Background: an optimization exercise with open tools, aiming at a short achievable clock period and few clock cycles. Do not read the settings as production practice.
In this exercise RTL edits were held to simulation tests only and were not proved equivalent to the original.
Power is estimated from default activity; no workload was simulated.

===== design/flow/design.v =====
module mux_2 #(
    parameter WIDTH = 32
) (
    input  select,
    input  [WIDTH-1:0]    D0,
    input  [WIDTH-1:0]    D1,
    output [WIDTH-1:0]    out
);
assign out = ( select == 1'b0   ) ? D0 : D1;
endmodule
module mux_4 (
    input  [1 :0]    select,
    input  [31:0]    D0,
    input  [31:0]    D1,
    input  [31:0]   D2,
    input  [31:0]   D3,
    output [31:0]   out
);
assign out = ( select == 2'd0   ) ? D0 : 
             ( select == 2'd1   ) ? D1 : 
             ( select == 2'd2   ) ? D2 :
                                    D3 ;
endmodule
module add_sub32 (
    input             op,
    input   [31:0]    A,
    input   [31:0]    B,
    output  [31:0]    R,
    output            carryOut
);
    wire [32:0] result;
    assign result = !op ? A + B : A + ((~B) + 1); 
    assign R = result[31:0];
    assign carryOut = op ? result[32] : 1'b0;
endmodule
module comparator (
    input   [31:0]    A,
    input   [31:0]    B,
    output            eq,
    output            lt,
    output            gt
);
    assign eq = ( A == B ); 
    assign lt = ( A <  B ); 
    assign gt = ( A >  B ); 
endmodule
module mod_and (
    input   [31:0]    A,
    input   [31:0]    B,
    output  [31:0]    R
);
    assign R = A & B;
endmodule
module mod_or (
    input   [31:0]    A,
    input   [31:0]    B,
    output  [31:0]    R
);
    assign R = A | B;
endmodule
module mod_xor (
    input   [31:0]    A,
    input   [31:0]    B,
    output  [31:0]    R
);
    assign R = A ^ B;
endmodule
module alu_dp (
    input   [2: 0]    op,
    input   [31:0]    A,
    input   [31:0]    B,
    output  [3: 0]    flags,
    output  [31:0]    R
);
    wire eq, lt, gt;
    wire opAddSub = op[0];
    wire [31:0] resultAddSub;
    wire [31:0] resultOr;
    wire [31:0] resultXor;
    wire [31:0] resultAnd;
    comparator LOGIC (
            .A      ( A     ),
            .B      ( B     ),
            .eq     ( eq    ),
            .lt     ( lt    ),
            .gt     ( gt    )
    );
    assign flags[0] = !(eq);
    assign flags[1] = eq;
    assign flags[2] = lt;
    assign flags[3] = gt;
    add_sub32 ARITHMETIC (
            .op         ( opAddSub      ),
            .A          ( A             ),
            .B          ( B             ),
            .R          ( resultAddSub  ),
            .carryOut   (               )
    );
    mod_or OR (
        .A ( A          ),
        .B ( B          ),
        .R ( resultOr   )
    );
    mod_xor XOR (
        .A ( A          ),
        .B ( B          ),
        .R ( resultXor  )
    );
    mod_and AND (
        .A ( A          ),
        .B ( B          ),
        .R ( resultAnd  )
    );
    assign R =  ( (op ==  3'd0) || (op ==  3'd1) ) ? resultAddSub :  
                (  op ==  3'd2 ) ? resultAnd :                       
                (  op ==  3'd3 ) ? resultOr  :                       
                (  op ==  3'd4 ) ? resultXor :                       
                32'b0;                              
endmodule
module alu_uc (
    input               clk,
    input       [6:0]   funct7e3, 
    input       [1:0]   aluOp,
    input       [3:0]   flags,
    output              branch,
    output reg  [2:0]   op
);
parameter   add     = 3'd0,
            sub     = 3'd1,
            _and    = 3'd2,
            _or     = 3'd3,
            _xor    = 3'd4;
always @(*) begin
    case(aluOp)
        2'b00: begin
            op = add;
        end
        2'b01: begin                 
            op = add;
        end
        2'b10: begin                 
            casex(funct7e3)
                7'b0000000: begin    
                    op = add;
                end
                7'b0100000: begin    
                    op = sub;
                end
                7'bxxxx111: begin    
                    op = _and;
                end
                7'bxxxx110: begin    
                    op = _or;
                end
                7'bxxxx100: begin    
                    op = _xor;
                end
                default: begin
                    op = add;
                end
            endcase
        end
        default: begin
            op = add;
        end
    endcase
end
    assign branch = funct7e3[2:0] == 3'b001 ? flags[0]:   
                    (funct7e3[2:0] == 3'b000 ? flags[1]:   
                    (funct7e3[2:0] == 3'b100 ? flags[2]:   
                    (funct7e3[2:0] == 3'b101 ? flags[3]:   
                    1'b0)));
endmodule
module immediateG(
    input   [31:0]      instruction,
    output  [31:0]      immediate 
);
    assign immediate =  ( instruction[6:0] == 7'b0000011 ) ? {{20{instruction[31]}}, instruction[31:20]                                     } :  
                        ( instruction[6:0] == 7'b1100011 ) ? {{20{instruction[31]}}, instruction[31], instruction[30:25], instruction[11:7] } :  
                        ( instruction[6:0] == 7'b0100011 ) ? {{20{instruction[31]}}, instruction[31:25], instruction[11:7]                  } :  
                        32'b0;  
endmodule
module mod_reg(
        input [31:0] in, 
        input clk, 
        input load, 
        output reg [31:0] out
        );
    always @(posedge clk) begin
        if(load == 1'b1) out <= in; 
    end
endmodule
module reg_file (
    input   [4:0]   ra,     
    input   [4:0]   rb,         
    input           we,      
    input   [31:0]  Din,       
    input   [4: 0]  rw,      
    input           clk,
    input reset,              
    output  [31:0]  DoutA, 
    output  [31:0]  DoutB  
);
    wire [31:0] r_out [31:0];    
    reg [31:0] we_reg;           
    integer j;
    always @ (*) begin
        for(j = 0; j < 32; j = j + 1)
            we_reg[j] = 1'b0;               
        if(we == 1'b1) we_reg[rw] = 1'b1;   
    end
    assign r_out[0] = 32'b0;     
    genvar i;        
    generate    
        for(i = 1; i < 32; i = i+1) begin : regs
            mod_reg xI (.in(Din), .clk(clk), .load(we_reg[i]), .out(r_out[i]));  
        end
    endgenerate
    assign DoutA = (we && (rw == ra) && (ra != 5'd0)) ? Din : r_out[ra];
    assign DoutB = (we && (rw == rb) && (rb != 5'd0)) ? Din : r_out[rb];
endmodule
module controller (
    input       [6 :0]  opcode,
    output reg          mem_re,
    output reg          mem_we,
    output reg          reg_file_write,
    output reg          branch_instruction,
    output reg  [1 :0]  alu_op,
    output reg  [1 :0]  select_mux_1,
    output reg  [1 :0]  select_mux_2,
    output reg  [1 :0]  select_mux_4
);
    always @(*) begin
            case (opcode)
                7'b0110011: begin    
                    mem_re          = 1'b0;
                    mem_we          = 1'b0;
                    reg_file_write  = 1'b1;
                    alu_op          = 2'b10;
                    select_mux_1    = 2'b0;
                    select_mux_2    = 2'b1;
                    select_mux_4    = 2'b0;
                    branch_instruction = 1'b0;
                end    
                7'b0000011: begin    
                    mem_re          = 1'b1;
                    mem_we          = 1'b0;
                    reg_file_write  = 1'b1;
                    alu_op          = 2'b01;
                    select_mux_1    = 2'b1;
                    select_mux_2    = 2'b0;
                    select_mux_4    = 2'b0;
                    branch_instruction = 1'b0;
                end    
                7'b0100011: begin    
                    mem_re          = 1'b0;
                    mem_we          = 1'b1;
                    reg_file_write  = 1'b0;
                    alu_op          = 2'b00;
                    select_mux_1    = 2'b1;
                    select_mux_2    = 2'b0;
                    select_mux_4    = 2'b01;
                    branch_instruction = 1'b0;
                end
                7'b1100011: begin    
                    mem_re          = 1'b0;
                    mem_we          = 1'b0;
                    reg_file_write  = 1'b0;
                    alu_op          = 2'b00;
                    select_mux_1    = 2'b0;
                    select_mux_2    = 2'b0;
                    select_mux_4    = 2'b0;
                    branch_instruction = 1'b1;
                end
                default: begin       
                    mem_re          = 1'b0;
                    mem_we          = 1'b0;
                    reg_file_write  = 1'b0;
                    alu_op          = 2'b0;
                    select_mux_1    = 2'b0;
                    select_mux_2    = 2'b0;
                    select_mux_4    = 2'b0;
                    branch_instruction = 1'b0;
                end
            endcase
    end
endmodule
module hazard(
    input clock,
    input reset,
    input select_mux_3,
    input select_mux_3_wb,
    input [6:0] opcode,
    input [4:0] rs1,
    input [4:0] rs2,
    input [4:0] rd_ex_mem,
    input [4:0] rd_mem_wb,
    input branch_instruction_controller,
    input branch_instruction_id_ex,
    output pc_load,
    output if_id_load,
    output mux5_selector
);
parameter [6:0] RTYPE = 7'b0110011,
                STYPE = 7'b0100011,
                SBTYPE = 7'b1100011,
                ITYPE =  7'b0000011;
wire data_hazard;
assign data_hazard = (((opcode == RTYPE) || (opcode == STYPE) || (opcode == SBTYPE) || (opcode == ITYPE)) && 
                     (((rs1 != 0) && ((rs1 == rd_ex_mem) || (rs1 == rd_mem_wb))))) ||
                     (((opcode == RTYPE) || (opcode == STYPE) || (opcode == SBTYPE)) && 
                     ((rs2 != 0) && ((rs2 == rd_ex_mem) || (rs2 == rd_mem_wb))));
assign pc_load = ~(data_hazard);
assign if_id_load = ~(data_hazard);
assign mux5_selector = data_hazard ;
endmodule
module id_ex_reg (
    input               clk,
    input               reset,
    input               mem_re_in,
    input               mem_we_in,
    input               branch_instruction_in,
    input               reg_file_write_in,
    input       [1:0]   alu_op_in,
    input       [4:0]   addr_rd_in,
    input       [1:0]   select_mux_1_in,
    input       [1:0]   select_mux_2_in,
    input       [1:0]   select_mux_4_in,
    input       [31:0]  reg_a_in,
    input       [31:0]  reg_b_in,
    input       [31:0]  immediate_in,
    input       [31:0]  pc_in,            
    input       [6:0]   funct7e3_in,
    output reg          mem_re_out,
    output reg          branch_instruction_out,
    output reg          mem_we_out,
    output reg          reg_file_write_out,
    output reg  [1:0]   alu_op_out,
    output reg  [1:0]   select_mux_1_out,
    output reg  [1:0]   select_mux_2_out,
    output reg  [1:0]   select_mux_4_out,
    output reg  [31:0]  reg_a_out,
    output reg  [31:0]  reg_b_out,
    output reg  [31:0]  immediate_out,
    output reg  [31:0]  pc_out,    
    output reg  [4:0]   addr_rd_out,       
    output reg  [6:0]   funct7e3_out
);
    always @(posedge clk) begin
        if (reset) begin
            mem_re_out          <= 1'b0;
            mem_we_out          <= 1'b0;
            reg_file_write_out  <= 1'b0;
            alu_op_out          <= 2'b0;
            select_mux_1_out    <= 2'b0;
            select_mux_2_out    <= 2'b0;
            select_mux_4_out    <= 2'b0;
            branch_instruction_out <= 1'b0;
            reg_a_out           <= 32'b0;
            addr_rd_out         <= 5'b0;
            reg_b_out           <= 32'b0;
            immediate_out       <= 32'b0;
            pc_out              <= 32'b0;   
            funct7e3_out        <= 7'b0;
        end else begin
            mem_re_out          <= mem_re_in;
            branch_instruction_out <= branch_instruction_in;
            mem_we_out          <= mem_we_in;
            reg_file_write_out  <= reg_file_write_in;
            alu_op_out          <= alu_op_in;
            select_mux_1_out    <= select_mux_1_in;
            select_mux_2_out    <= select_mux_2_in;
            select_mux_4_out    <= select_mux_4_in;
            addr_rd_out         <= addr_rd_in;            
            reg_a_out           <= reg_a_in;
            reg_b_out           <= reg_b_in;
            immediate_out       <= immediate_in;
            pc_out              <= pc_in;     
            funct7e3_out        <= funct7e3_in;
        end
    end
endmodule
module ex_mem_reg (
    input               clk,
    input               reset,
    input               branch_instruction_in,
    input               mem_re_in,
    input               mem_we_in,
    input               reg_file_write_in,
    input               branch_in,
    input       [1:0]   select_mux_2_in,
    input       [1:0]   select_mux_4_in,
    input       [31:0]  reg_b_in,
    input       [4:0]   addr_rd_in,
    input       [31:0]  alu_in,
    input       [31:0]  add_pc_in,
    output reg          mem_re_out,
    output reg          mem_we_out,
    output reg          reg_file_write_out,
    output reg          branch_out,
    output reg  [1:0]   select_mux_2_out,
    output reg  [1:0]   select_mux_4_out,
    output reg  [31:0]  reg_b_out,
    output reg  [31:0]  alu_out,
    output reg          branch_instruction_out,
    output reg [4:0]    addr_rd_out,
    output reg  [31:0]  add_pc_out
);
    always @(posedge clk) begin
        if (reset) begin
            mem_re_out          <= 1'b0;
            mem_we_out          <= 1'b0;
            branch_instruction_out <= 1'b0;
            reg_file_write_out  <= 1'b0;
            branch_out          <= 1'b0;
            select_mux_2_out    <= 2'b0;
            select_mux_4_out    <= 2'b0;
            addr_rd_out         <= 5'b0;
            reg_b_out           <= 32'b0;
            alu_out             <= 32'b0;
            add_pc_out          <= 32'b0;
        end else begin
            mem_re_out          <= mem_re_in;
            mem_we_out          <= mem_we_in;
            reg_file_write_out  <= reg_file_write_in;
            branch_out          <= branch_in;
            select_mux_2_out    <= select_mux_2_in;
            select_mux_4_out    <= select_mux_4_in;
            branch_instruction_out <= branch_instruction_in;
            addr_rd_out         <= addr_rd_in;
            reg_b_out           <= reg_b_in;
            alu_out             <= alu_in;
            add_pc_out          <= add_pc_in;
        end
    end
endmodule
module mem_wb_reg (
    input               clk,
    input               reset,
    input               select_mux_3_in,
    input        [4:0]  addr_rd_in,
    input               reg_file_write_in,
    input       [31:0]  mem_in,
    input       [31:0]  alu_result_in,
    input       [1:0]   select_mux_2_in,
    output reg          select_mux_3_out,
    output reg          reg_file_write_out,
    output reg  [4:0]   addr_rd_out,
    output reg  [31:0]  mem_out,
    output reg  [31:0]  alu_result_out,
    output reg  [1:0]   select_mux_2_out
);
    always @(posedge clk) begin
        if (reset) begin
            select_mux_3_out          <= 1'b0;
            reg_file_write_out  <= 1'b0;
            select_mux_2_out    <= 2'b0;
            addr_rd_out         <= 5'b0;
            mem_out             <= 32'b0;
            alu_result_out      <= 32'b0;
        end else begin
            select_mux_3_out          <= select_mux_3_in;
            addr_rd_out          <= addr_rd_in;
            reg_file_write_out  <= reg_file_write_in;
            select_mux_2_out    <= select_mux_2_in;
            mem_out             <= mem_in;
            alu_result_out      <= alu_result_in;
        end
    end
endmodule
module if_id_register(
    input clock,
    input reset,
    input load,
    input [31:0] instruction_in,
    input [31:0] pc_in,
    output [31:0] instruction_out,
    output [31:0] pc_out
);
reg [31:0] instruction, pc;
always @(posedge clock) begin
    if(reset) begin
        instruction <= 32'b0;
        pc <= 32'b0;
    end else if (load) begin
        instruction <= instruction_in;
        pc <= pc_in;
    end else begin
        instruction <= instruction;
        pc <= pc;
    end
end
assign instruction_out = instruction;
assign pc_out = pc;
endmodule
module pc(
    input clock,
    input reset,
    input load,
    input [31:0] pc_in,
    output [31:0] pc_out,
    output [31:0] pc_fetch
);
reg [31:0] pc;
    always @(posedge clock) begin
        if(reset) begin
            pc <= 32'hFFFFFFFF;
        end else begin
            pc <= pc_fetch;
        end
    end
assign pc_fetch = load ? pc_in : pc;
assign pc_out = pc;
endmodule
module instruction_fetch(
    input clock,
    input reset,
    input pc_load,
    input if_id_load,
    input mux3_selector,
    input [31:0] pc_branch_in,
    output [31:0] imem_addr,
    input [31:0] imem_rdata,
    output [31:0] pc_out,
    output [31:0] instruction_out
);
parameter WIDTH_PC = 32;
wire [WIDTH_PC - 1:0] s_pc_out, s_pc_in, s_pc_fetch, s_instruction_out;
mux_2 #(
    .WIDTH(32)
) MUX3 (
    .select(mux3_selector),
    .D0(s_pc_out + 32'd1),
    .D1(pc_branch_in),
    .out(s_pc_in)
);
pc PC(
    .clock(clock),
    .reset(reset),
    .load(pc_load),
    .pc_in(s_pc_in),
    .pc_out(s_pc_out),
    .pc_fetch(s_pc_fetch)
);
assign imem_addr = s_pc_fetch;
assign s_instruction_out = imem_rdata;
if_id_register IF_ID (
    .clock(clock),
    .load(if_id_load),
    .reset(reset),
    .instruction_in(s_instruction_out),
    .pc_in(s_pc_fetch),
    .instruction_out(instruction_out),
    .pc_out(pc_out)
);
endmodule
module instruction_decode(
    input clock,
    input reset,
    input write_enable,
    input select_mux_3,
    input select_mux_3_wb,
    input [31:0] instruction,
    input [31:0] pc,
    input [31:0] Din,
    input [4:0]  rw,
    input [4:0]  rd_ex_mem,
    input [4:0]  rd_mem_wb,
    output pc_load,
    output if_id_load,
    output          mem_re_out,
    output          mem_we_out,
    output          reg_file_write_out,
    output          branch_instruction,
    output  [1:0]   alu_op_out,
    output  [1:0]   select_mux_1_out,
    output  [1:0]   select_mux_2_out,
    output  [1:0]   select_mux_4_out,
    output  [31:0]  reg_a_out,
    output  [31:0]  reg_b_out,
    output  [31:0]  immediate_out,
    output  [31:0]  pc_out,
    output  [4:0]   addr_rd_out,           
    output  [6:0]   funct7e3_out,
    output          mux3_selector,
    output  [31:0]   branch_address
);
parameter [6:0] RTYPE = 7'b0110011,
                STYPE = 7'b0100011,
                SBTYPE = 7'b1100011,
                ITYPE =  7'b0000011;
wire [4:0] s_ra, s_rb, s_rd;
wire [31:0] s_out_a, s_out_b, s_immediate, s_branch_address;
wire s_pc_load, s_if_id_load, s_mux5_selector;
wire s_do_branch;
wire mem_re_int, mem_we_int, reg_file_write_int, branch_instruction_int, branch_instruction_id_ex;
wire [1:0] alu_op_int, select_mux_1_int, select_mux_2_int, select_mux_4_int;
hazard HAZARD(
    .clock(clock),
    .reset(reset),
    .rs1(s_ra),
    .select_mux_3(select_mux_3),
    .select_mux_3_wb(select_mux_3_wb),
    .rs2(s_rb),
    .opcode(instruction[6:0]),
    .rd_ex_mem(rd_ex_mem),
    .rd_mem_wb(rd_mem_wb),
    .branch_instruction_controller(branch_instruction_int),
    .branch_instruction_id_ex(branch_instruction_id_ex),
    .pc_load(s_pc_load),
    .if_id_load(s_if_id_load),
    .mux5_selector(s_mux5_selector)
);
controller CONTROLLER(
    .opcode(instruction[6:0]),
    .mem_re(mem_re_int),
    .mem_we(mem_we_int),
    .reg_file_write(reg_file_write_int),
    .branch_instruction(branch_instruction_int),
    .alu_op(alu_op_int),
    .select_mux_1(select_mux_1_int),
    .select_mux_2(select_mux_2_int),
    .select_mux_4(select_mux_4_int)
);
reg_file REGISTER_FILE (
    .reset(reset),
    .ra(s_ra),
    .rb(s_rb),
    .we(write_enable),
    .Din(Din),
    .rw(rw),
    .clk(clock),
    .DoutA(s_out_a),
    .DoutB(s_out_b)
);
immediateG IMMEDIATE(
    .instruction(instruction),
    .immediate(s_immediate)
);
id_ex_reg ID_EX_REGISTER(
    .clk(clock),
    .reset(reset),  
    .mem_re_in(s_mux5_selector ? 1'b0 :  mem_re_int),
    .mem_we_in(s_mux5_selector ? 1'b0  : mem_we_int),
    .reg_file_write_in(s_mux5_selector ? 1'b0  : reg_file_write_int),
    .alu_op_in(s_mux5_selector ? 2'b0  : alu_op_int),
    .select_mux_1_in(s_mux5_selector ? 2'b0  : select_mux_1_int),
    .select_mux_2_in(s_mux5_selector ? 2'b0  : select_mux_2_int),
    .select_mux_4_in(s_mux5_selector ? 2'b0  : select_mux_4_int),
    .reg_a_in(s_out_a),
    .reg_b_in(s_out_b),
    .addr_rd_in((s_mux5_selector || !reg_file_write_int) ? 5'b0 : s_rd),
    .addr_rd_out(addr_rd_out),
    .immediate_in(s_immediate),
    .pc_in(pc),
    .funct7e3_in({1'b0, instruction[30], 2'b00, instruction[14:12]}),
    .mem_re_out(mem_re_out),
    .mem_we_out(mem_we_out),
    .reg_file_write_out(reg_file_write_out),
    .alu_op_out(alu_op_out),
    .select_mux_1_out(select_mux_1_out),
    .select_mux_2_out(select_mux_2_out),
    .select_mux_4_out(select_mux_4_out),
    .reg_a_out(reg_a_out),
    .reg_b_out(reg_b_out),
    .immediate_out(immediate_out),
    .pc_out(pc_out),
    .branch_instruction_in(s_mux5_selector ? 1'b0 : branch_instruction_int),
    .branch_instruction_out(branch_instruction_id_ex),
    .funct7e3_out(funct7e3_out)
);
assign s_ra = instruction[19:15];
assign s_rb = instruction[24:20];
assign s_rd = instruction[11:7];
assign pc_load = s_pc_load;
assign if_id_load = s_if_id_load;
assign branch_instruction = branch_instruction_id_ex;
assign branch_address = pc + s_immediate;
assign mux3_selector = (s_out_a == s_out_b) && (instruction[6:0] == SBTYPE);
endmodule
module ex (
    input               clk,
    input               reset,
    input               mem_re_in,
    input               mem_we_in,
    input               branch_instruction_in,
    input               reg_file_write_in,
    input       [6:0]   funct7e3,
    input       [1:0]   alu_op,
    input       [4:0]   addr_rd_in,
    input       [1:0]   select_mux_1,
    input       [1:0]   select_mux_2_in,
    input       [1:0]   select_mux_4_in,
    input       [31:0]  reg_in_a,
    input       [31:0]  reg_in_b,
    input       [31:0]  immediate_in,
    input       [31:0]  pc_in,
    output              mem_re_out,
    output              mem_we_out,
    output              reg_file_write_out,
    output              branch_out,
    output      [1:0]   select_mux_2_out,
    output      [1:0]   select_mux_4_out,
    output      [4:0]   addr_rd_out,
    output      [31:0]  reg_b_out,
    output      [31:0]  alu_out,
    output              branch_instruction_out,
    output      [31:0]  add_pc_out
    );
    wire [3:0] flags;
    wire [2:0] op;
    wire branch_in;
    wire [31:0] alu_in, add_pc_in;
    wire [31:0] mux_1_out;
    mux_4 MUX_1 (
        .select     (select_mux_1),
        .D0         (reg_in_b),
        .D1         (immediate_in),
        .D2         (32'b0),  
        .D3         (32'b0),
        .out        (mux_1_out)
    );
    alu_uc ALU_UC (
        .clk        (clk),
        .funct7e3   (funct7e3),
        .aluOp      (alu_op),
        .op         (op),
        .branch     (branch_in),
        .flags      (flags)
    );
    alu_dp ALU_DP (
        .op         (op),
        .A          (reg_in_a),
        .B          (mux_1_out),
        .flags      (flags),
        .R          (alu_in)
    );
    add_sub32 ADD_BRANCH (
    .op         ( 1'b0             ),
    .A          ( immediate_in    ),
    .B          ( pc_in           ),
    .R          ( add_pc_in       ),
    .carryOut   (                  )
);
    ex_mem_reg EX_MEM_REG (
        .clk                (clk),
        .reset              (reset),
        .mem_re_in          (mem_re_in),
        .mem_we_in          (mem_we_in),
        .addr_rd_in         (addr_rd_in),
        .addr_rd_out        (addr_rd_out),
        .branch_instruction_in (branch_instruction_in),
        .branch_instruction_out (branch_instruction_out),
        .reg_file_write_in  (reg_file_write_in),
        .branch_in          (branch_in),
        .select_mux_2_in    (select_mux_2_in),
        .select_mux_4_in    (select_mux_4_in),
        .reg_b_in           (reg_in_b),
        .alu_in             (alu_in),
        .add_pc_in          (add_pc_in),
        .mem_re_out         (mem_re_out),
        .mem_we_out         (mem_we_out),
        .reg_file_write_out (reg_file_write_out),
        .branch_out         (branch_out),
        .select_mux_2_out   (select_mux_2_out),
        .select_mux_4_out   (select_mux_4_out),
        .reg_b_out          (reg_b_out),
        .alu_out            (alu_out),
        .add_pc_out         (add_pc_out)
    );
endmodule
module mem (
    input               clk,
    input               reset,
    input               mem_we,
    input               mem_re,
    input   [4:0]       addr_rd_in,
    input               branch_instruction,
    input               branch_in,
    input               reg_file_write_in,
    input       [31:0]  alu_out,
    input       [31:0]  reg_out_b,
    input       [1:0]   select_mux_4_in,
    input       [1:0]   select_mux_2_in,
    output      [31:0]  dmem_addr,
    output      [31:0]  dmem_wdata,
    output              dmem_we,
    input       [31:0]  dmem_rdata,
    output              reg_file_write_out,
    output      [4:0]   addr_rd_out,
    output      [31:0]  mem_out,
    output      [31:0]  alu_result_out,
    output      [1:0]   select_mux_2_out,
    output              select_mux_3_out,
    output             select_mux_3_out_wb
);
    wire [31:0] mem_data_out, mux_4_out;
    assign select_mux_3_out = branch_instruction & branch_in;
    mux_4 MUX_4 (
            .select     ( select_mux_4_in  ),
            .D0         ( alu_out       ),
            .D1         ( reg_out_b     ),
            .D2         ( 32'b0         ),
            .D3         ( 32'b0         ),
            .out        ( mux_4_out     )
    );
    assign dmem_addr    = alu_out;
    assign dmem_wdata   = mux_4_out;
    assign dmem_we      = mem_we;
    assign mem_data_out = dmem_rdata;
    mem_wb_reg MEM_WB (
        .clk                ( clk                ),
        .reset              ( reset              ),
        .reg_file_write_in  ( reg_file_write_in  ),
        .addr_rd_in         (addr_rd_in),
        .select_mux_3_in    (select_mux_3_out),
        .mem_in             ( mem_data_out       ),
        .alu_result_in      ( alu_out            ),
        .select_mux_2_in    ( select_mux_2_in    ),
        .reg_file_write_out ( reg_file_write_out ),
        .mem_out            ( mem_out            ),
        .select_mux_3_out   (select_mux_3_out_wb),
        .addr_rd_out        (addr_rd_out),
        .alu_result_out     ( alu_result_out     ),
        .select_mux_2_out   ( select_mux_2_out   )
    );
endmodule
module wb (
    input wire reg_file_write_in,
    input  wire [4:0] addr_rd,    
    input  wire [1:0] select_mux_2,  
    input  wire [31:0] mem_out,   
    input  wire [31:0] alu_out,   
    output wire [31:0] mux_2_out,  
    output wire [4:0] addr_out,    
    output wire reg_file_write_out
);
    assign addr_out = addr_rd;
    assign reg_file_write_out = reg_file_write_in;
    mux_4 MUX_2 (
        .select (select_mux_2),
        .D0     (mem_out),
        .D1     (alu_out),
        .D2     (32'b0),        
        .D3     (32'b0),        
        .out    (mux_2_out)
    );
endmodule
module riscv_pipeline(
    input               clock,
    input               reset,
    output      [31:0]  imem_addr,
    input       [31:0]  imem_rdata,
    output      [31:0]  dmem_addr,
    output      [31:0]  dmem_wdata,
    output              dmem_we,
    input       [31:0]  dmem_rdata
    );
    wire pc_load, if_id_load;
    wire mem_re_out_id, mem_we_out_id, reg_file_write_out_id, branch_instruction_id, branch_instruction_ex;
    wire [1:0] alu_op_out, select_mux_1_out, select_mux_2_out_id, select_mux_4_out_id;
    wire [31:0] reg_a_out, reg_b_out_id, immediate_out, pc_out_if, pc_out_id, instruction_out, alu_out_ex, add_pc_out_ex;
    wire [6:0] funct7e3_out;
    wire branch_out_ex, mem_re_out_ex, mem_we_out_ex, reg_file_write_out_ex;
    wire [1:0] select_mux_2_out_ex, select_mux_4_out_ex;
    wire [31:0] reg_b_out_ex;
    wire [31:0] alu_result_out_mem, mem_out, add_pc_out_mem;
    wire [1:0] select_mux_2_out_mem;
    wire select_mux_3_out_mem;
    wire select_mux_3_out_wb;
    wire [4:0] addr_rd, addr_rd_out_ID, addr_rd_out_EX, addr_rd_out_MEM, addr_rd_out_WB;
    wire reg_file_write_wb_in, reg_file_write_wb_out;  
    wire [31:0] wb_out;  
    instruction_fetch IF (
        .clock(clock),
        .reset(reset),
        .pc_load(pc_load),
        .if_id_load(if_id_load),
        .mux3_selector(select_mux_3_out_mem),  
        .pc_branch_in(add_pc_out_ex),  
        .imem_addr(imem_addr),
        .imem_rdata(imem_rdata),
        .pc_out(pc_out_if),
        .instruction_out(instruction_out)
    );
    instruction_decode ID (
        .clock(clock),
        .reset(reset),
        .select_mux_3(select_mux_3_out_mem),
        .select_mux_3_wb(select_mux_3_out_wb),
        .write_enable(reg_file_write_wb_out),  
        .instruction(instruction_out),
        .pc(pc_out_if),
        .Din(wb_out),
        .rw(addr_rd_out_WB),
        .rd_ex_mem(addr_rd_out_ID),  
        .rd_mem_wb(addr_rd_out_EX),
        .pc_load(pc_load),
        .if_id_load(if_id_load),
        .mem_re_out(mem_re_out_id),
        .mem_we_out(mem_we_out_id),
        .reg_file_write_out(reg_file_write_out_id),
        .branch_instruction(branch_instruction_id),
        .alu_op_out(alu_op_out),
        .select_mux_1_out(select_mux_1_out),
        .select_mux_2_out(select_mux_2_out_id),
        .select_mux_4_out(select_mux_4_out_id),
        .reg_a_out(reg_a_out),
        .reg_b_out(reg_b_out_id),
        .addr_rd_out(addr_rd_out_ID),
        .immediate_out(immediate_out),
        .pc_out(pc_out_id),
        .funct7e3_out(funct7e3_out),
        .mux3_selector(select_mux_3_out_mem),
        .branch_address(add_pc_out_ex)
    );
    ex EX (
        .clk(clock),
        .reset(reset),
        .addr_rd_in(addr_rd_out_ID),
        .branch_instruction_in(branch_instruction_id),
        .branch_instruction_out(branch_instruction_ex),
        .mem_re_in(mem_re_out_id),
        .mem_we_in(mem_we_out_id),
        .reg_file_write_in(reg_file_write_out_id),
        .funct7e3(funct7e3_out),
        .alu_op(alu_op_out),
        .select_mux_1(select_mux_1_out),
        .select_mux_2_in(select_mux_2_out_id),
        .select_mux_4_in(select_mux_4_out_id),
        .reg_in_a(reg_a_out),
        .reg_in_b(reg_b_out_id),
        .immediate_in(immediate_out),
        .pc_in(pc_out_id),
        .mem_re_out(mem_re_out_ex),
        .mem_we_out(mem_we_out_ex),
        .reg_file_write_out(reg_file_write_out_ex),
        .branch_out(branch_out_ex),
        .select_mux_2_out(select_mux_2_out_ex),
        .select_mux_4_out(select_mux_4_out_ex),
        .reg_b_out(reg_b_out_ex),
        .alu_out(alu_out_ex),
        .addr_rd_out(addr_rd_out_EX),
        .add_pc_out()
    );
    mem MEM (
        .clk(clock),
        .reset(reset),
        .addr_rd_in(addr_rd_out_EX),
        .mem_we(mem_we_out_ex),
        .mem_re(mem_re_out_ex),
        .branch_instruction(branch_instruction_ex),
        .branch_in(branch_out_ex),
        .reg_file_write_in(reg_file_write_out_ex),
        .alu_out(alu_out_ex),
        .reg_out_b(reg_b_out_ex),
        .select_mux_4_in(select_mux_4_out_ex),
        .select_mux_2_in(select_mux_2_out_ex),
        .dmem_addr(dmem_addr),
        .dmem_wdata(dmem_wdata),
        .dmem_we(dmem_we),
        .dmem_rdata(dmem_rdata),
        .reg_file_write_out(reg_file_write_wb_in),
        .mem_out(mem_out),
        .addr_rd_out(addr_rd_out_MEM),
        .alu_result_out(alu_result_out_mem),
        .select_mux_2_out(select_mux_2_out_mem),
        .select_mux_3_out(),
        .select_mux_3_out_wb(select_mux_3_out_wb)
    );
    wb WB (
        .addr_rd(addr_rd_out_MEM),
        .reg_file_write_in(reg_file_write_wb_in),
        .reg_file_write_out(reg_file_write_wb_out),
        .select_mux_2(select_mux_2_out_mem),
        .mem_out(mem_out),
        .alu_out(alu_result_out_mem),
        .mux_2_out(wb_out),
        .addr_out(addr_rd_out_WB)
    );
endmodule

===== design/flow/run.sh =====
#!/bin/bash
# synth_recipe.tcl (not shown) runs the flow's synth.tcl, then flattens the netlist and writes it again
# the make line also repeats each setting of config.mk as NAME=value (left out here)
make -C /OpenROAD-flow-scripts/flow DESIGN_CONFIG=/design/flow/config.mk WORK_HOME=/design/flow/orfs CLKGATE_MAP_FILE= SYNTH_SCRIPT=/design/flow/synth_recipe.tcl finish

===== design/flow/config.mk =====
export PLATFORM = sky130hd
export DESIGN_NAME = riscv_pipeline
export DESIGN_NICKNAME = riscv_pipeline
export VERILOG_FILES = /design/flow/design.v
export SDC_FILE = /design/flow/constraint.sdc
export NUM_CORES = 4
export LEC_CHECK = 0
export CAP_MARGIN = 20
export CORE_MARGIN = 2
export CORE_UTILIZATION = 30
export SLEW_MARGIN = 20

===== design/flow/constraint.sdc =====
create_clock -name core_clock -period 12.0 [get_ports {clock}]
set_input_delay 2.4000 -clock core_clock [delete_from_list [all_inputs] [get_ports {clock}]]
set_output_delay 2.4000 -clock core_clock [all_outputs]
set_load 0.01 [all_outputs]

==> impl_metrics.json <==
{
  "io_buffers": 162,
  "cts_hold_buf": 0,
  "critical_path_class": "reg -> out",
  "grt_pass1_vias": 53600,
  "ys_top_cells_by_area": "edfxtp_1 46%, dfxtp_1 11%, and3_1 5.3%",
  "synth_top_family_by_area": "simple AND/OR/NAND/NOR gates",
  "p_leak_nw": 27.8,
  "vias_per_cell": 6.70,
  "die_h_um": 468,
  "grt_start_max_net_pins": 140,
  "dieArea_mm2": 0.219,
  "required_ns": 9.60,
  "path_cells": "buf_4 -> nand2b_1 -> nor2_2 -> buf_4 -> a221oi_1 -> and4_1 -> a31oi_1 -> xor2_1 -> nor4_2 -> nand4_1 -> nor4_2 -> buf_4 -> and2_4 -> nand2_1 -> o211ai_1 -> clkdlybuf4s50_1",
  "synth_xor_area_share_pct": 2.15,
  "antenna_found_initial": 33,
  "vias": 58400,
  "worstHoldPathType": "reg -> reg",
  "clk_latency_ns": 0.84,
  "cp.arrival_ns": 9.00,
  "status": "timing/DRC/antenna clean",
  "post-route-min-period_ns": 11.40,
  "post-cts-setup-buffers": 0,
  "finalPower_mw": 11.7,
  "setup_viol": 0,
  "cpLargestDelayFamily": "simple AND/OR/NAND/NOR gates",
  "holdCritStartpoint": "ID.ID_EX_REGISTER.select_mux_4_out[0]",
  "path_max_fanout": 92,
  "min_path_cells": 1,
  "rr_worst_depth": 15,
  "grt_overflow": 0,
  "finalHoldViolCount": 0,
  "synth_top_cell_area_share_pct": 46.2,
  "place.detailed.hpwl_mm": 202,
  "maxSlewViolCount": 0,
  "synthArstFlopShare_pct": 0,
  "syn_inst": 5646,
  "fmax_mhz": 87.8,
  "ys.flop_type": "edfxtp_1",
  "routed_wl_mm": 334,
  "powerDensity_mw_per_mm2": 155,
  "wire_per_inst_um": 38.3,
  "cp-start-kind": "flop",
  "num_rows": 170,
  "synth_top_area_cell": "edfxtp_1",
  "htreeDepth": 4,
  "holdPathEnd": "EX.EX_MEM_REG.select_mux_4_out[0]",
  "seq_area_frac_synth_pct": 57.4,
  "place_inst": 8429,
  "nets": 5936,
  "start_util_pct": 30.1,
  "yosysWarnings": 9,
  "core_mm2": 0.214,
  "peakVddDrop_mv": 0.131,
  "pin_count": 163,
  "cts_buffers": 147,
  "rrSetupSlack_ns": 4.16,
  "drtAntennaViolNets": 0,
  "finalCritPeriodShare_pct": 95.0,
  "tritoncts": "yes",
  "place.gp.congestion": 1.04,
  "synth-compound-area-share_pct": 15.4,
  "cts_root_buf": "clkbuf_16",
  "cp_common_cell": "buf_4",
  "area_delta_synth_final_pct": 16.5,
  "die_w_um": 468,
  "synthSimpleGateAreaFrac_pct": 17.0,
  "r2r_start": "IF.IF_ID.instruction[15]",
  "tns_ns": 0,
  "grt_pass1_wl_mm": 446,
  "cts_buffer_depth": 3,
  "post_synth_mux_area_share_pct": 2.01,
  "r2r-end": "IF.PC.pc[30]",
  "synth_cell_types": 86,
  "cap_violations": 0,
  "drive_above_1_share_pct": 11.6,
  "synthAdderAreaFrac_pct": 2.56,
  "drt-pass1-iter-count": 10,
  "drtIter0Drc": 12000,
  "drc": 0,
  "path_clk_slew_ns": 0.07,
  "cp_num_buf_inv": 4,
  "synth-seq-cells": 1353,
  "synth_area_mm2": 0.0645,
  "synth.net_count": 5842,
  "endpoint_kind": "output pin",
  "clock_skew_ns": 0.0365,
  "cts_resized": 0,
  "rsz0062_at_grt": "no",
  "worst_path_max_delay_cell": "dfxtp_1",
  "grt.total_usage_pct": 29.3,
  "slowest_delay_ns": 0.91,
  "avgSynthCellArea_um2": 11.4,
  "cts.sinks": 1353,
  "tightest_slew_ns": 1.30,
  "relSlewSlack_pct": 12.6,
  "synth_edf_count": 992,
  "finalNonFillerCells": 8723
}
-- per-layer routing --
layer	track usage [%]	share of wire (%)
met3	13.8	17
met1	35.5	35
met2	41.2	40
met4	19.1	8.6
met5	0.527	0.15
-- synthesized netlist by cell type (76+ instances only) --
master	instances
ha_1	127
inv_1	140
dfxtp_1	361
nor2b_1	120
a221oi_1	99
nand4_1	143
nand2_1	239
nand3_1	234
and3_1	551
clkbuf_1	318
and2_1	76
o21ai_0	84
edfxtp_1	992
a2111oi_0	167
xnor2_1	104
a22oi_1	413
nor2_1	342
a21oi_1	174
-- where the power goes --
group          internal (mW)  total, mW  switching, mW
registers               5.12       5.25          0.128
clock network           2.74       4.78           2.05
logic                  0.586       1.63           1.04
total                   8.44       11.7           3.21
-- layout make-up --
cell class,instances,area (um^2)
fill,20900,139000
sequential,1353,37000
multi-input combinational,3732,25700
clock buffer,183,4010
tap,2838,3550
timing repair buffer,366,3250
clock inverter,87,952
inverter,140,526
antenna,24,60.1
-- how the worst max path moves through the flow --
| stage | to | from | depth (start not counted) | slack [ns] |
|---|---|---|---|---|
| final | imem_addr[0] | IF.IF_ID.instruction[15] | 16 | 0.60 |
| after floorplan | imem_addr[30] | IF.IF_ID.instruction[1] | 22 | 4.86 |
| after global placement | imem_addr[31] | IF.IF_ID.instruction[1] | 20 | 1.79 |
| after detailed placement | imem_addr[0] | IF.IF_ID.instruction[15] | 16 | 1.96 |
| after global routing | imem_addr[8] | IF.IF_ID.instruction[15] | 16 | 0.78 |
| after CTS | imem_addr[0] | IF.IF_ID.instruction[15] | 16 | 1.08 |
-- registers in the layout (all words and copies together) (netlist names), 4 cells and up, named ones only --
| name | cells |
|---|---|
| IF.IF_ID.pc | 32 |
| MEM.MEM_WB.addr_rd_out | 5 |
| MEM.MEM_WB.mem_out | 32 |
| ID.ID_EX_REGISTER.reg_b_out | 32 |
| IF.IF_ID.instruction | 32 |
| EX.EX_MEM_REG.reg_b_out | 32 |
| ID.ID_EX_REGISTER.addr_rd_out | 5 |
| MEM.MEM_WB.alu_result_out | 32 |
| IF.PC.pc | 32 |
| EX.EX_MEM_REG.alu_out | 32 |
| ID.ID_EX_REGISTER.reg_a_out | 32 |
| ID.ID_EX_REGISTER.funct7e3_out | 4 |
| ID.ID_EX_REGISTER.immediate_out | 12 |
| ID.REGISTER_FILE.regs.xI.out | 992 |
| EX.EX_MEM_REG.addr_rd_out | 5 |
-- logic make-up (layout without fill, tap and decap cells) --
| kind of cell | count (synthesis) | in the layout |
|---|---|---|
| simple gates | 1998 | 1998 |
| fa+ha+maj | 130 | 130 |
| xor+xnor | 158 | 158 |
| buf+inv | 561 | 776 |
| compound gates | 1324 | 1324 |
| other cells | 0 | 24 |
| mux | 122 | 122 |
| flops | 1353 | 1353 |
-- cell usage in the layout (no fill, tap or decap), types with 166 or more instances in the layout --
master / synthesis / layout
dfxtp_1: 361 / 355
and3_1: 551 / 550
nor2_1: 342 / 278
nand3_1: 234 / 234
a22oi_1: 413 / 413
a2111oi_0: 167 / 166
buf_4: 7 / 197
nand2_1: 239 / 239
a21oi_1: 174 / 173
edfxtp_1: 992 / 992
-- per-stage QoR --
step           hold WS [ns]  utilization, %  setup WS (ns)  cell area [um^2]
4_1_cts               0.435            35.0           1.08             75000
3_5_place_dp          0.434            32.7           1.96             70000
2_1_floorplan         0.403               -           4.86             64500
6_report              0.426            35.1          0.604             75100
5_1_grt               0.453            35.1          0.778             75000
3_3_place_gp          0.421            32.7           1.79             70000
Testbench counts, summed over its fixed seeds: cycles 36,745.

[re-timing with driven ports]
In the flow no input, the clock included, has a driving cell. The finished layout below was timed again as built, in two steps. Step 1 assumes that a clkbuf_16 drives the clock port and a buf_2 every other input. Step 2 moves the port delays by t, midway between the first and last clock arrival at a register: inputs arrive t later, outputs are due t later. That takes back most of the time a late clock gives input paths. Three values: ideal ports, drivers, drivers and shift; two values: the first two.
shift t [ns]: 0.909
setup slack, ns: 0.604 / 0.511 / 1.419
worst register clock-pin slew, ns: 0.07 / 0.07
pins driven straight from the clock port: 1
After both steps setup and hold are still met in this run. For this run, drivers alone change the setup slack by -0.093 ns; drivers and shift together by +0.815 ns.
